This is an optimization exercise on Yosys and OpenROAD, whose aim is small area, a short achievable clock period and few clock cycles, not a production implementation.
RTL that was checked went through simulation tests only; none was proved equivalent to the original.

red:
==> flow/design.v (excerpt) <==
module conv #(parameter AW = 5, parameter DB = 10) (
  input         clk,
  input         rst_n,
  input  [7:0]  ifmap_data,
  output        ifmap_rdy,
  input         ifmap_vld,
  input  [7:0]  weight_data,
  output        weight_rdy,
  input         weight_vld,
  output [31:0] ofmap_data,
  input         ofmap_rdy,
  output        ofmap_vld,
  input  [15:0] config_data,
  output        config_rdy,
  input         config_vld
);
clock: 16.0 ns
lec_check: 0
cap_margin: 0
core_margin: 2
core_utilization: 65
cts_cluster_diameter: 70
cts_cluster_size: 16
place_density: 0.8
slew_margin: 0
tns_end_percent: 10
standard.sh (not shown) runs the stock make flow with config.mk's settings and CLKGATE_MAP_FILE= SYNTH_SCRIPT=/design/flow/synth_recipe.tcl, a recipe that flattens the netlist after the stock synthesis.
==> flow/flow/run.sh <==
#!/bin/bash
# Layout flow: the standard synthesis and ORFS layout, with the post-placement
# timing repair (repair_timing) asked to leave a larger setup margin, so that it
# keeps optimising paths well below the 16 ns clock. The SDC and the clock period
# are the design's own; only the optimisation target of the repair changes.
set -euo pipefail
MARGIN=${MARGIN:-11.5}
# 1. Standard synthesis, unchanged.
bash standard.sh synth > synth.log 2>&1
# 2. Floorplan to final layout with the same ORFS make command, plus the margin.
MAKECMD=$(grep '^make ' standard.sh | sed 's/"\${@:-finish}"//')
eval "$MAKECMD SETUP_SLACK_MARGIN=$MARGIN SKIP_GATE_CLONING=1 finish" > layout.log 2>&1
# 3. Write out/final.def (targets are up to date, so make does nothing here).
bash standard.sh finish > def.log 2>&1
red: all stages done; final checks FAILED (max-capacitance violations, max-slew violations).
Testbench counts of red, summed over its fixed seeds: cycles 19,358.
#### Input delta (blue over red)
- SLEW_MARGIN now 20, was 0
- CAP_MARGIN now 20, was 0
--- outcome ---
Sum of net half-perimeters after detailed placement essentially unchanged between red and blue.
blue ends up with higher critical path depth than red does.
blue ran to completion and came out clean on the timing, DRC and antenna checks.
blue vs red, final routed wire length divided by cell count went up by about 1.4%.
The run with more setup slack is blue; red has less.
The following lists how green was set up differently from blue:
- a deleted TNS_END_PERCENT that had been 10
- a change of CTS_CLUSTER_DIAMETER from 70 to 80
- a change of CTS_CLUSTER_SIZE from 16 to 20
-- flow/flow/run.sh --
<<< blue, line 6
set -euo pipefail
MARGIN=${MARGIN:-11.5}
# 1. Standard synthesis, unchanged.
>>> green, line 6
set -euo pipefail
MARGIN=${MARGIN:-11.7}
# 1. Standard synthesis, unchanged.
Findings:
- Between blue and green, the clock buffer count is lower for green.
- For the footprint of the multi-input gates, green came in about 1.2% higher than blue did.
- Diff blue -> green | highest clock frequency the design can meet | decrease of about 1.6%
- Any difference in number of stages on the worst setup path between green and blue is small enough to ignore.
- From blue to green, die span in x did not move at all.
- Looking at timing endpoint of the critical path, the ofmap_data[30] result is from green; the ofmap_data[27] one comes from blue.
- green went all the way through synthesis, placement and routing and the layout is clean on timing, DRC and antenna.
For orange, these inputs were changed with respect to green:
- CTS_CLUSTER_SIZE: 20 -> 16
- CTS_CLUSTER_DIAMETER: 80 -> 70
-- flow/flow/run.sh --
<<< green, line 6
set -euo pipefail
MARGIN=${MARGIN:-11.7}
# 1. Standard synthesis, unchanged.
>>> orange, line 6
set -euo pipefail
MARGIN=${MARGIN:-11.5}
# 1. Standard synthesis, unchanged.
--- outcome ---
Going from green to orange, worst setup slack rose 0.078 ns. Comparing global routing usage summed across all routing layers for green and orange, the smaller number came from green. Non-filler instance count after layout came out higher on orange than on green. In the metrics for green and orange, the one carrying the lower worst hold slack after final layout is green. orange reached the end of the flow, and the finished layout is clean on the timing, DRC and antenna checks. Lower sequential portion of the cell area was reported by orange, not green. green -> orange: total detailed-routing wirelength increased slightly. Run comparison: orange capture point of the critical path ofmap_data[28]; green capture point of the critical path ofmap_data[30]. Sort green and orange by final critical-path share of the clock period asc -> top: orange.

conv, a different RTL version from the one above (not shown whole).
Size: about 74 I/O pins, roughly 0.16 mm² of cells after synthesis.
clock: 16.0 ns
lec_check: 0
cap_margin: 20
core_margin: 2
core_utilization: 65
cts_cluster_diameter: 90
cts_cluster_size: 20
place_density: 0.8
slew_margin: 20
==> flow/flow/run.sh <==
#!/bin/bash
# Layout flow: the standard synthesis and ORFS layout, with the post-placement
# timing repair (repair_timing) asked to leave a larger setup margin, so that it
# keeps optimising paths well below the 16 ns clock. The SDC and the clock period
# are the design's own; only the optimisation target of the repair changes.
set -euo pipefail
MARGIN=${MARGIN:-11.5}
# 1. Standard synthesis, unchanged.
bash standard.sh synth > synth.log 2>&1
# 2. Floorplan to final layout with the same ORFS make command, plus the margin.
MAKECMD=$(grep '^make ' standard.sh | sed 's/"\${@:-finish}"//')
eval "$MAKECMD SETUP_SLACK_MARGIN=$MARGIN SKIP_GATE_CLONING=1 finish" > layout.log 2>&1
# 3. Write out/final.def (targets are up to date, so make does nothing here).
bash standard.sh finish > def.log 2>&1
Testbench counts at the start, summed over its fixed seeds: cycles 19,176.
Edit:
CTS_CLUSTER_DIAMETER = 100   (was 90)
CTS_CLUSTER_SIZE = 24   (was 20)
What happened: Setup slack improves by 0.034 ns; die area is unchanged; flip-flop and latch count does not change; routed wire length goes down by 0.69%; via count shrinks by 0.79%; fmax goes up by 0.74%; core utilization came out lower by 0.53 points; global-route usage falls by 0.34 points.
Edit:
CTS_CLUSTER_DIAMETER = 70   (was 100)
CTS_CLUSTER_SIZE = 16   (was 24)
Effect:
- The changed run passed the timing, DRC and antenna checks
- wire length goes up by a few percent
- hold slack got worse by 0.019 ns
- final area increases by a few percent
- setup slack is worse by 0.067 ns
Edit:
--- a/flow/flow/run.sh
+++ b/flow/flow/run.sh
@@ -7 +7 @@
-MARGIN=${MARGIN:-11.5}
+MARGIN=${MARGIN:-11.3}
What happened:
- area after synthesis is unchanged
- global-route usage hardly moves
- hold slack is worse by 0.0059 ns

lane 1:
conv, a different RTL version from the one above (not shown whole).
For scale: ~10000 cells after synthesis, roughly 4100 flip-flops, about 74 I/O pins, ~170000 um^2 of cells after synthesis.
export LEC_CHECK = 0
export CAP_MARGIN = 20
export CORE_MARGIN = 2
export CORE_UTILIZATION = 65
export CTS_CLUSTER_DIAMETER = 80
export CTS_CLUSTER_SIZE = 20
export GPL_TIMING_DRIVEN = 1
export PLACE_DENSITY = 0.8
export SLEW_MARGIN = 20
create_clock -name core_clock -period 16.0 [get_ports {clk}]
==> flow/flow/run.sh <==
#!/bin/bash
# Layout flow: the standard synthesis and ORFS layout, with the post-placement
# timing repair (repair_timing) asked to leave a larger setup margin, so that it
# keeps optimising paths well below the 16 ns clock. The SDC and the clock period
# are the design's own; only the optimisation target of the repair changes.
set -euo pipefail
MARGIN=${MARGIN:-11.5}
# 1. Standard synthesis, unchanged.
bash standard.sh synth > synth.log 2>&1
# 2. Floorplan to final layout with the same ORFS make command, plus the margin.
MAKECMD=$(grep '^make ' standard.sh | sed 's/"\${@:-finish}"//')
eval "$MAKECMD SETUP_SLACK_MARGIN=$MARGIN SKIP_GATE_CLONING=1 finish" > layout.log 2>&1
# 3. Write out/final.def (targets are up to date, so make does nothing here).
bash standard.sh finish > def.log 2>&1
For lane 2, these inputs were changed with respect to lane 1:
# lane 1
export LEC_CHECK = 0
export CAP_MARGIN = 20
export CORE_MARGIN = 2
export CORE_UTILIZATION = 65
export CTS_CLUSTER_DIAMETER = 80
export CTS_CLUSTER_SIZE = 20
export GPL_TIMING_DRIVEN = 1
export PLACE_DENSITY = 0.8
export SLEW_MARGIN = 20
create_clock -name core_clock -period 16.0 [get_ports {clk}]
# lane 2
export LEC_CHECK = 0
export CAP_MARGIN = 20
export CORE_MARGIN = 2
export CORE_UTILIZATION = 65
export CTS_CLUSTER_DIAMETER = 80
export CTS_CLUSTER_SIZE = 20
export PLACE_DENSITY = 0.8
export SLEW_MARGIN = 20
create_clock -name core_clock -period 16.0 [get_ports {clk}]
Results
For routing usage on met2, lane 1 and lane 2 come out practically identical.
Reported for lane 2 and lane 1, relative max-transition margin turned out identical to the last digit.
Setup slack essentially unchanged between lane 2 and lane 1.
As far as wire length goes, lane 1 and lane 2 are indistinguishable; the numbers are identical.
Number of remaining DRC errors across lane 2 and lane 1: no real change.
Reported for lane 2 and lane 1, number of CTS-inserted buffers turned out identical to the last digit.
Diff lane 1 -> lane 2: met3 usage ~0 delta, multi-input combinational cell count ~0 delta, post-synthesis xor/xnor area fraction ~0 delta.
diff inputs: lane 2 => lane 3
# lane 2
export LEC_CHECK = 0
export CAP_MARGIN = 20
export CORE_MARGIN = 2
export CORE_UTILIZATION = 65
export CTS_CLUSTER_DIAMETER = 80
export CTS_CLUSTER_SIZE = 20
export PLACE_DENSITY = 0.8
export SLEW_MARGIN = 20
create_clock -name core_clock -period 16.0 [get_ports {clk}]
# lane 3
export LEC_CHECK = 0
export CAP_MARGIN = 20
export CORE_MARGIN = 2
export CORE_UTILIZATION = 72
export CTS_CLUSTER_DIAMETER = 80
export CTS_CLUSTER_SIZE = 20
export PLACE_DENSITY = 0.85
export SLEW_MARGIN = 20
create_clock -name core_clock -period 16.0 [get_ports {clk}]
### Flow results
Lane 3 | stages: all done | timing, DRC, antenna: all pass. Diff lane 2..lane 3 | worst hold slack after final layout | negligible. There was hardly any difference in final RePlAce weighted congestion between lane 2 and lane 3. In the flow results for lane 2 and lane 3, the count of plain and timing-repair buffers in the layout is smaller on lane 2.
No run of this note included a check of the RTL's function; only the layout flow was run.

== middle ==
conv, a different RTL version from the one above (not shown whole).
Size in the first run: about 9,600 cells after synthesis, roughly 74 I/O pins, about 170,000 um^2 of cells after synthesis.
==> flow/config.mk <==
export PLATFORM = sky130hd
export DESIGN_NAME = conv
export DESIGN_NICKNAME = conv
export VERILOG_FILES = /design/flow/design.v
export SDC_FILE = /design/flow/constraint.sdc
export NUM_CORES = 8
export LEC_CHECK = 0
export CAP_MARGIN = 20
export CORE_MARGIN = 2
export CORE_UTILIZATION = 65
export CTS_CLUSTER_DIAMETER = 100
export CTS_CLUSTER_SIZE = 30
export PLACE_DENSITY = 0.8
export SLEW_MARGIN = 20
==> flow/constraint.sdc <==
create_clock -name core_clock -period 16.0 [get_ports {clk}]
set_input_delay 3.2000 -clock core_clock [delete_from_list [all_inputs] [get_ports {clk}]]
set_output_delay 3.2000 -clock core_clock [all_outputs]
set_load 0.01 [all_outputs]
Scripts as last shown in full above: flow/flow/run.sh
Looking at the reports, middle completed the entire flow and the layout it produced met the timing, DRC and antenna checks.
Testbench counts of middle, summed over its fixed seeds: cycles 19,358.
Here is what was changed in the inputs of east compared with middle.
# middle
export LEC_CHECK = 0
export CAP_MARGIN = 20
export CORE_MARGIN = 2
export CORE_UTILIZATION = 65
export CTS_CLUSTER_DIAMETER = 100
export CTS_CLUSTER_SIZE = 30
export PLACE_DENSITY = 0.8
export SLEW_MARGIN = 20
create_clock -name core_clock -period 16.0 [get_ports {clk}]
# east
export LEC_CHECK = 0
export CAP_MARGIN = 20
export CORE_MARGIN = 2
export CORE_UTILIZATION = 65
export CTS_CLUSTER_DIAMETER = 80
export CTS_CLUSTER_SIZE = 20
export PLACE_DENSITY = 0.8
export SLEW_MARGIN = 20
create_clock -name core_clock -period 16.0 [get_ports {clk}]
-- flow/flow/run.sh --
<<< middle, line 7
MARGIN=${MARGIN:-11.5}
>>> east, line 7
MARGIN=${MARGIN:-11.0}
==> results.txt <==
- Every stage of the flow completed for east, and the final layout passed the timing, DRC and antenna checks.
- Diff middle -> east: footprint of the multi-input gates fell by about 0.9%, final net count saw a decrease.

re-timing with driven ports:
The results above use ideal ports. As a check the final layouts listed here were re-extracted and re-timed, cells and wires unchanged. Step 1 assumes that a clkbuf_16 drives the clock port and a buf_2 every other input. Step 2, shift: input delay + t, output delay - t, t = (earliest + latest rising clock arrival at the registers) / 2. This alone moves slack from input paths to output paths. Three values: no drivers, after step 1, after step 2; two values: the first two.
| run | t (ns) | slack for setup (ns) | worst setup path after step 2 | worst data-port slew with drivers (ns) |
|---|---|---|---|---|
| red | 1.016 | 11.240 / 11.131 / 10.562 | input to register | 0.05 |
| blue | 0.994 | 11.280 / 11.170 / 10.380 | input to register | 0.05 |
| green | 1.060 | 11.202 / 11.094 / 10.791 | input to register | 0.05 |
| orange | 0.984 | 11.280 / 11.172 / 10.756 | input to register | 0.05 |
| the first run of note 2 | 0.996 | 11.331 / 11.241 / 10.700 | input to register | 0.09 |
| the second run of note 2 | 0.990 | 11.365 / 11.275 / 10.670 | input to register | 0.09 |
| the third run of note 2 | 1.050 | 11.298 / 11.207 / 10.657 | input to register | 0.09 |
| the fourth run of note 2 | 1.048 | 11.186 / 11.093 / 10.405 | input to register | 0.08 |
| lane 1 | 1.027 | 11.144 / 11.033 / 10.603 | input to register | 0.06 |
| lane 2 | 1.027 | 11.144 / 11.033 / 10.603 | input to register | 0.06 |
| lane 3 | 1.042 | 11.128 / 11.023 / 10.426 | input to register | 0.06 |
| middle | 0.962 | 11.053 / 10.970 / 10.553 | input to register | 0.28 |
| east | 0.986 | 10.983 / 10.900 / 10.134 | input to register | 0.26 |
The setup slack of blue, which loses most, moves by -0.110 ns with the drivers and by -0.900 ns with both steps.
